Background: an optimization exercise with open tools, aiming at small area, a short achievable clock period and few clock cycles per item. Do not read the settings as production practice. Where RTL was checked, it was by simulation tests only, not by an equivalence proof against the original.

== red ==
==> module ASCON_LIN, before the edit <==
module ASCON_LIN(input [63:0] x, output [63:0] y);
parameter N1 = 0;
parameter N2 = 0;
wire [63:0] r1 = (x >> N1) | (x << (64 - N1));
wire [63:0] r2 = (x >> N2) | (x << (64 - N2));
wire [63:0] t;
genvar i;
generate
for (i = 0; i < 64; i = i + 1) begin : b
    ASCON_XOR2 x1 (.a(x[i]), .b(r1[i]), .y(t[i]));
    ASCON_XOR2 x2 (.a(t[i]), .b(r2[i]), .y(y[i]));
end
endgenerate
endmodule
clock: 10.0 ns
lec_check: 0
cap_margin: 20
core_margin: 2
core_utilization: 40
cts_cluster_diameter: 100
cts_cluster_size: 24
slew_margin: 50
synth_hierarchical: 1
standard.sh (not shown) runs the stock make flow with config.mk's settings and CLKGATE_MAP_FILE= SYNTH_SCRIPT=/design/flow/synth_recipe.tcl, a recipe that flattens the netlist after the stock synthesis.
==> flow/flow/run.sh <==
#!/bin/bash
# The standard layout (standard.sh), with plain buffers (buf_1) on the
# ports instead of the default delay-cell buffers. Every port still gets
# its own buffer. The make output goes to standard.log.
set -euo pipefail
export BUFFER_PORTS_ARGS="-buffer_cell sky130_fd_sc_hd__buf_1"
bash standard.sh > standard.log 2>&1
Testbench counts of red, summed over its fixed seeds: cycles 23,122, bytes 19,747.
diff inputs: red => blue
diff --git a/flow/design.v b/flow/design.v
--- a/flow/design.v
+++ b/flow/design.v
@@ -44,23 +44,24 @@
         .y({Xsb4[i], Xsb3[i], Xsb2[i], Xsb1[i], Xsb0[i]})
     );
 end
 endgenerate
 endmodule
 `timescale 1ns / 1ps
+module ASCON_XOR3(input a, b, c, output y);
+assign y = a ^ b ^ c;
+endmodule
 module ASCON_LIN(input [63:0] x, output [63:0] y);
 parameter N1 = 0;
 parameter N2 = 0;
 wire [63:0] r1 = (x >> N1) | (x << (64 - N1));
 wire [63:0] r2 = (x >> N2) | (x << (64 - N2));
-wire [63:0] t;
 genvar i;
 generate
 for (i = 0; i < 64; i = i + 1) begin : b
-    ASCON_XOR2 x1 (.a(x[i]), .b(r1[i]), .y(t[i]));
-    ASCON_XOR2 x2 (.a(t[i]), .b(r2[i]), .y(y[i]));
+    ASCON_XOR3 x3 (.a(x[i]), .b(r1[i]), .c(r2[i]), .y(y[i]));
 end
 endgenerate
 endmodule
 module ASCON_ROUND_FUNCTION(
 input  [63:0] Xi0, Xi1, Xi2, Xi3, Xi4,
 input   [3:0] rnd,
[summary]
red → blue: cell count went down about 4.3%; average detailed-routed wire length per instance up about 5.6%; final cycle utilization of the critical path lower; worst setup slack picked up an extra 0.099 ns; met1 track demand over resource saw a decrease.
Between blue and red, it is blue whose final design area excluding fillers is higher, by about 5%.
blue vs. red: share of the core filled with cells in the final layout went down 0.37 points; routed length on met3 went up 2.2 mm; shortest clock period the worst path allows after layout went down 0.099 ns; relative area change from synthesis to final layout went down 1.2 points.
The start point of the critical path comes out S1[37] in one run and cnt[1] in the other, namely in red and blue respectively.
The RTL of blue was laid out without a check of its function.

========
Starting RTL as in the previous note.
Settings: LEC_CHECK=0, CAP_MARGIN=20, CORE_MARGIN=2, CORE_UTILIZATION=55, CTS_CLUSTER_DIAMETER=100, CTS_CLUSTER_SIZE=24, PLACE_DENSITY=0.75, SLEW_MARGIN=50, SYNTH_HIERARCHICAL=1; clock period 10.0 ns.
Scripts as last shown in full above: flow/flow/run.sh
Testbench counts at the start, summed over its fixed seeds: cycles 23,122, bytes 19,747.
Rerun with:
--- a/flow/design.v
+++ b/flow/design.v
@@ -82,28 +82,28 @@
 assign d = ((w ? s : r) & ~z) ^ i;
 endmodule
 module ASCON_NEXT_K(input w, s, r, z, k, e, output d);
 assign d = ((w ? s : r) & ~z) ^ (k & e);
 endmodule
 module ASCON_AO22(input a, b, c, e, output y);
 assign y = (a & b) | (c & e);
 endmodule
 module ASCON_NEXT_0(input w, s, r, z, x, e, output d, o);
 wire b = w ? s : r;
 assign d = (b & ~z) ^ (x & e);
-assign o = b ^ x;
+assign o = r ^ x;
 endmodule
 module ASCON_NEXT_0C(input w, s, r, z, x, e, c, output d, o);
 wire b = w ? s : r;
 assign d = (b & ~z) ^ ((x & e) | c);
-assign o = b ^ x;
+assign o = r ^ x;
 endmodule
 `timescale 1ns / 1ps
 module ASCON_CREG #(
     parameter RV = 1'b0
 )(
 input      clk, rst, d,
 output reg q
 );
 always @(posedge clk, posedge rst) begin
     if (rst)
         q <= RV;
@@ -126,23 +126,22 @@
 output         out_valid,
 output  [63:0] out_data,
 output         tag_valid,
 output [127:0] tag
 );
 localparam [3:0]  LAST = 12 - R;
 localparam [63:0] IV   = 64'h80400c0600000000;
 reg  [63:0] S0, S1, S2, S3, S4;
 reg  [63:0] O;
 reg        idle_q, rnd_q, init_q, fin_q, wait_q, tag_q, txt_q, enc_q;
 reg  [3:0] cnt;
-reg        rdy_q;      
 reg        take_q;     
 reg        ov_q;
 reg        pend_q, ad_q, last_q;
 reg  [7:0] m_q, pad_q;
 wire [63:0] x0 [0:R];
 wire [63:0] x1 [0:R];
 wire [63:0] x2 [0:R];
 wire [63:0] x3 [0:R];
 wire [63:0] x4 [0:R];
 assign x0[0] = S0;
 assign x1[0] = S1;
@@ -217,95 +216,85 @@
     end
 end
 endgenerate
 always @(posedge clk) begin
     S0 <= d0;
     S1 <= d1;
     S2 <= d2;
     S3 <= d3;
     S4 <= d4;
     O  <= o_d;
 end
-reg        idle_n, rnd_d, init_d, fin_d, wait_n, tag_d, txt_d, enc_d;
+reg        idle_n, rnd_d, init_d, fin_d, tag_d, txt_d, enc_d;
 reg  [3:0] cnt_d;
 always @(*) begin
     idle_n = idle_q;
     rnd_d  = rnd_q;
     init_d = init_q;
     fin_d  = fin_q;
-    wait_n = wait_q;
     tag_d  = 1'b0;
     txt_d  = txt_q | a_txt;
     enc_d  = enc_q;
-    cnt_d  = cnt + R[3:0];
+    cnt_d  = wait_q ? cnt : cnt + R[3:0];
     if (idle_q && start) begin
         idle_n = 1'b0;
         rnd_d  = 1'b1;
         init_d = 1'b1;
         fin_d  = 1'b0;
         txt_d  = 1'b0;
         enc_d  = enc;
         cnt_d  = 4'd0;
     end
     if (tag_q)
         idle_n = 1'b1;
-    if (last_rnd) begin
-        init_d = 1'b0;
-        if (fin_q) begin
-            rnd_d = 1'b0;
-            tag_d = 1'b1;
-        end else if (!absorb) begin
-            rnd_d  = 1'b0;
-            wait_n = 1'b1;
-        end
+    if (last_rnd && fin_q) begin
+        rnd_d = 1'b0;
+        tag_d = 1'b1;
     end
     if (absorb) begin
-        wait_n = 1'b0;
-        rnd_d  = 1'b1;
+        init_d = 1'b0;
         fin_d  = a_fin;
         cnt_d  = a_fin ? 4'd0 : 4'd6;
     end
 end
-assign idle_d = idle_n;
-assign wait_d = wait_n;
-wire rdy_d  = wait_d | (rnd_d & !fin_d & (cnt_d == LAST));
-assign kst_d = rnd_d & (init_d | fin_d) & (cnt_d == LAST);
+wire nl_d   = rnd_d & !fin_d & (cnt_d == LAST);
 wire pend_d = in_valid & !(in_valid & take_q);
-wire take_d = rdy_d & pend_d;
+wire take_d = nl_d & pend_d;
+assign idle_d = idle_n;
+assign wait_d = nl_d & !pend_d;
+assign kst_d  = rnd_d & (cnt_d == LAST) & (fin_d | (init_d & take_d));
 assign k12_d = idle_d | (take_d & !in_ad & !in_bytes[3]);
 always @(posedge clk, posedge rst) begin
     if (rst) begin
         idle_q <= 1'b1;
         rnd_q  <= 1'b0;
         init_q <= 1'b0;
         fin_q  <= 1'b0;
         wait_q <= 1'b0;
         tag_q  <= 1'b0;
         txt_q  <= 1'b0;
         enc_q  <= 1'b0;
         cnt    <= 4'd0;
-        rdy_q  <= 1'b0;
         take_q <= 1'b0;
         ov_q   <= 1'b0;
         pend_q <= 1'b0;
     end else begin
         idle_q <= idle_d;
         rnd_q  <= rnd_d;
         init_q <= init_d;
         fin_q  <= fin_d;
         wait_q <= wait_d;
         tag_q  <= tag_d;
         txt_q  <= txt_d;
         enc_q  <= enc_d;
         cnt    <= cnt_d;
-        rdy_q  <= rdy_d;
         take_q <= take_d;
         ov_q   <= a_txt;
         pend_q <= pend_d;
     end
 end
 integer k;
 always @(posedge clk) begin
     ad_q   <= in_ad;
     last_q <= !in_bytes[3];
     for (k = 0; k < 8; k = k + 1) begin
         m_q[k]   <= (k < in_bytes);
Outcome: Setup slack degrades by 0.0061 ns; routed wire length came out higher by 1.0%; critical path depth came out lower by 1; flip-flop and latch count stays the same.
Function not checked in the second run of this note: the RTL went through the layout flow alone.

========
ascon128_stream, a different RTL version from the one above (not shown whole).
For scale: about 5300 cells after synthesis, about 440 flip-flops, roughly 47000 sq um of cells after synthesis.
export LEC_CHECK = 0
export CAP_MARGIN = 20
export CORE_MARGIN = 2
export CORE_UTILIZATION = 40
export SETUP_SLACK_MARGIN = 5
export SLEW_MARGIN = 50
export SYNTH_HIERARCHICAL = 1
create_clock -name core_clock -period 10.0 [get_ports {clk}]
Scripts as last shown in full above: flow/flow/run.sh
The baseline passed the timing, DRC and antenna checks.
Change:
--- a/flow/design.v
+++ b/flow/design.v
@@ -107,19 +107,19 @@
 always @(posedge clk, posedge rst) begin
     if (rst)
         q <= RV;
     else
         q <= d;
 end
 endmodule
 `timescale 1ns / 1ps
 module ascon128_stream #(
-    parameter R = 2
+    parameter R = 3
 )(
 input          clk, rst,
 input          start, enc,
 input  [127:0] key, nonce,
 input          in_valid,
 output         in_ready,
 input   [63:0] in_data,
 input    [3:0] in_bytes,
 input          in_ad,
Result: This time the run died in global routing; area after synthesis is higher by 29%; synthesized cell count is higher by 32%.
Function was not checked in any run of this note: the RTL went through the layout flow alone.

========
Another version of the RTL of ascon128_stream (not shown whole).
Size in the first run: about 4,300 cells after synthesis, ~400 flip-flops, roughly 38,000 um^2 of cells after synthesis.
==> module ascon128_stream, before the edit <==
module ascon128_stream #(
    parameter R    = 1,
    parameter OREG = 1
)(
input          clk, rst,
input          start, enc,
input  [127:0] key, nonce,
input          in_valid,
output         in_ready,
input   [63:0] in_data,
input    [3:0] in_bytes,
input          in_ad,
output         out_valid,
output  [63:0] out_data,
output         tag_valid,
output [127:0] tag
);
localparam [3:0] LAST = 12 - R;
reg  [63:0] S0, S1, S2, S3, S4;
reg  [63:0] O;
reg        rnd_q, init_q, fin_q, wait_q, fix_q, tag_q, txt_q, ov_q, rdy_q;
reg  [3:0] cnt;
wire [63:0] x0 [0:R];
wire [63:0] x1 [0:R];
wire [63:0] x2 [0:R];
wire [63:0] x3 [0:R];
wire [63:0] x4 [0:R];
assign x0[0] = S0;
assign x1[0] = S1;
assign x2[0] = S2;
assign x3[0] = S3;
assign x4[0] = S4;
genvar g;
generate
for (g = 0; g < R; g = g + 1) begin : rounds
    ASCON_ROUND_FUNCTION rf (
        .Xi0(x0[g]), .Xi1(x1[g]), .Xi2(x2[g]), .Xi3(x3[g]), .Xi4(x4[g]),
        .rnd(cnt + g[3:0]),
        .Xo0(x0[g+1]), .Xo1(x1[g+1]), .Xo2(x2[g+1]), .Xo3(x3[g+1]), .Xo4(x4[g+1])
    );
end
endgenerate
wire idle     = !(rnd_q | wait_q | fix_q | tag_q);
wire load     = idle & start;
wire last_rnd = rnd_q & (cnt == LAST);
wire can_use  = (OREG != 0) ? rdy_q : ((last_rnd & !fin_q) | wait_q);
wire absorb      = can_use & in_valid;
wire blk_last = !in_bytes[3];
wire absorb_ad   = absorb & in_ad;
wire absorb_txt  = absorb & !in_ad;
wire absorb_fin  = absorb_txt & blk_last;
wire dec_fix  = (OREG == 0) && absorb_txt && !enc;
reg [63:0] m, pad;
integer i;
always @(*) begin
    for (i = 0; i < 8; i = i + 1) begin
        m[63-8*i -: 8]   = (i < in_bytes) ? 8'hff : 8'h00;
        pad[63-8*i -: 8] = (i == in_bytes) ? 8'h80 : 8'h00;
    end
end
wire hold = wait_q | fix_q;
wire [63:0] b0 = hold ? S0 : x0[R];
wire [63:0] b1 = hold ? S1 : x1[R];
wire [63:0] b2 = hold ? S2 : x2[R];
wire [63:0] b3 = hold ? S3 : x3[R];
wire [63:0] b4 = hold ? S4 : x4[R];
wire key_fin = last_rnd & (init_q | fin_q);
wire [63:0] kin_hi = key[127:64] & {64{absorb_fin}};
wire [63:0] kin_lo = key[63:0]   & {64{absorb_fin}};
wire [63:0] kst_hi = key[127:64] & {64{key_fin}};
wire [63:0] kst_lo = key[63:0]   & {64{key_fin}};
wire [63:0] dm   = in_data & m;
wire [63:0] keep = (OREG != 0) ? ~(m & {64{absorb_txt & !enc}}) : ~(m & {64{fix_q}});
wire [63:0] inj0 = (absorb ? (dm ^ pad) : 64'b0) ^ (fix_q ? dm : 64'b0);
always @(posedge clk) begin
    if (load) begin
        S0 <= 64'h80400c0600000000;
        S1 <= key[127:64];
        S2 <= key[63:0];
        S3 <= nonce[127:64];
        S4 <= nonce[63:0];
    end else begin
        S0 <= (b0 & keep) ^ inj0;
        S1 <= b1 ^ kin_hi;
        S2 <= b2 ^ kin_lo;
        S3 <= b3 ^ kst_hi;
        S4 <= b4 ^ kst_lo ^ {63'b0, absorb_txt & !txt_q};
    end
    O <= b0 ^ in_data;
end
reg        rnd_d, init_d, fin_d, wait_d, fix_d, tag_d, txt_d;
reg  [3:0] cnt_d;
always @(*) begin
    rnd_d  = rnd_q;
    init_d = init_q;
    fin_d  = fin_q;
    wait_d = wait_q;
    fix_d  = 1'b0;
    tag_d  = 1'b0;
    txt_d  = txt_q | absorb_txt;
    cnt_d  = cnt + R[3:0];
    if (load) begin
        rnd_d  = 1'b1;
        init_d = 1'b1;
        fin_d  = 1'b0;
        txt_d  = 1'b0;
        cnt_d  = 4'd0;
    end
    if (last_rnd) begin
        init_d = 1'b0;
        if (fin_q) begin
            rnd_d = 1'b0;
            tag_d = 1'b1;
        end else if (!in_valid) begin
            rnd_d  = 1'b0;
            wait_d = 1'b1;
        end
    end
    if (absorb) begin
        wait_d = 1'b0;
        if (dec_fix) begin
            rnd_d = 1'b0;
            fix_d = 1'b1;
        end else begin
            rnd_d = 1'b1;
            fin_d = absorb_fin;
            cnt_d = absorb_fin ? 4'd0 : 4'd6;
        end
    end
    if (fix_q) begin
        rnd_d = 1'b1;
        fin_d = blk_last;
        cnt_d = blk_last ? 4'd0 : 4'd6;
    end
end
wire rdy_d = (OREG != 0) ? (wait_d | (rnd_d & !fin_d & (cnt_d == LAST))) : absorb;
always @(posedge clk, posedge rst) begin
    if (rst) begin
        rnd_q  <= 1'b0;
        init_q <= 1'b0;
        fin_q  <= 1'b0;
        wait_q <= 1'b0;
        fix_q  <= 1'b0;
        tag_q  <= 1'b0;
        txt_q  <= 1'b0;
        ov_q   <= 1'b0;
        rdy_q  <= 1'b0;
        cnt    <= 4'd0;
    end else begin
        rnd_q  <= rnd_d;
        init_q <= init_d;
        fin_q  <= fin_d;
        wait_q <= wait_d;
        fix_q  <= fix_d;
        tag_q  <= tag_d;
        txt_q  <= txt_d;
        ov_q   <= absorb_txt;
        rdy_q  <= rdy_d;
        cnt    <= cnt_d;
    end
end
assign in_ready  = rdy_q;
assign out_valid = ov_q;
assign out_data  = (OREG != 0) ? O : S0;
assign tag_valid = tag_q;
assign tag       = {S3, S4};
endmodule
==> flow/config.mk <==
export PLATFORM = sky130hd
export DESIGN_NAME = ascon128_stream
export DESIGN_NICKNAME = ascon128_stream
export VERILOG_FILES = /design/flow/design.v
export SDC_FILE = /design/flow/constraint.sdc
export NUM_CORES = 8
export LEC_CHECK = 0
export CAP_MARGIN = 20
export CORE_MARGIN = 2
export CORE_UTILIZATION = 40
export SLEW_MARGIN = 20
==> flow/constraint.sdc <==
create_clock -name core_clock -period 10.0 [get_ports {clk}]
set_input_delay 2.0000 -clock core_clock [delete_from_list [all_inputs] [get_ports {clk}]]
set_output_delay 2.0000 -clock core_clock [all_outputs]
set_load 0.01 [all_outputs]
run.sh (not shown) runs the stock make flow with config.mk's settings and CLKGATE_MAP_FILE= SYNTH_SCRIPT=/design/flow/synth_recipe.tcl, a recipe that flattens the netlist after the stock synthesis.
Stock flow here: none of the scripts above is used.
Edit:
--- a/flow/design.v
+++ b/flow/design.v
@@ -37,9 +37,9 @@
 assign Xo4 = s4 ^ {s4[ 6:0], s4[63: 7]} ^ {s4[40:0], s4[63:41]};
 endmodule
 `timescale 1ns / 1ps
 module ascon128_stream #(
-    parameter R    = 1,
+    parameter R    = 2,
     parameter OREG = 1
 )(
 input          clk, rst,
 input          start, enc,
Area after synthesis grows by 37%. Via count grows by 46%. Setup slack got worse by 1.3 ns. First-iteration DRC count grows by 100%. Final area grows by 36%. Wire length grows by 93%. Cell count grows by 32%. Die area grows by 37%. Sequential cell count does not change. Maximum frequency shrinks by 22%. Synthesized cell count grows by 29%.
Function was not checked in any run of this note: the RTL went through the layout flow alone.

## afterwards: timing with drivers on the ports
In the flow no input, the clock included, has a driving cell. The finished layouts below were timed again as built, in two steps.
Step 1: set_driving_cell puts a clkbuf_16 on clk and a buf_2 on each other input, an assumption about the parent block.
Step 2 adds t to the input delays and takes it off the output delays; t is the mean of the earliest and latest rising clock arrival at the registers after step 1. Input paths then give back, and output paths get back, about the clock's delay inside the block.
Slacks: no drivers / after step 1 / after step 2; pairs: no drivers / after step 1.
run | t, ns | setup slack, ns | worst hold slack (ns) | clock arrival spread, ns | worst slew at a driven data input, ns
red | 0.691 | 6.405 / 6.405 / 6.405 | 0.505 / 0.505 / 0.505 | 0.034 / 0.034 | 0.15
blue | 0.704 | 6.503 / 6.490 / 6.503 | 0.502 / 0.502 / 0.502 | 0.031 / 0.031 | 0.12
the first run of note 2 | 0.685 | 6.501 / 6.501 / 6.501 | 0.508 / 0.508 / 0.508 | 0.029 / 0.028 | 0.08
the second run of note 2 | 0.671 | 6.495 / 6.495 / 6.495 | 0.518 / 0.518 / 0.518 | 0.030 / 0.031 | 0.10
the first run of note 3 | 0.742 | 4.837 / 4.837 / 4.837 | 0.500 / 0.500 / 0.500 | 0.024 / 0.025 | 0.07
the first run of note 4 | 0.731 | 5.287 / 5.332 / 4.601 | 0.495 / 0.495 / 0.495 | 0.029 / 0.028 | 0.22
the second run of note 4 | 0.762 | 3.990 / 3.990 / 3.888 | 0.479 / 0.479 / 0.479 | 0.031 / 0.031 | 0.11
After both steps every run listed still meets setup and hold. For the first run of note 4, which loses most, drivers alone change the setup slack by +0.045 ns; drivers and shift together by -0.686 ns.
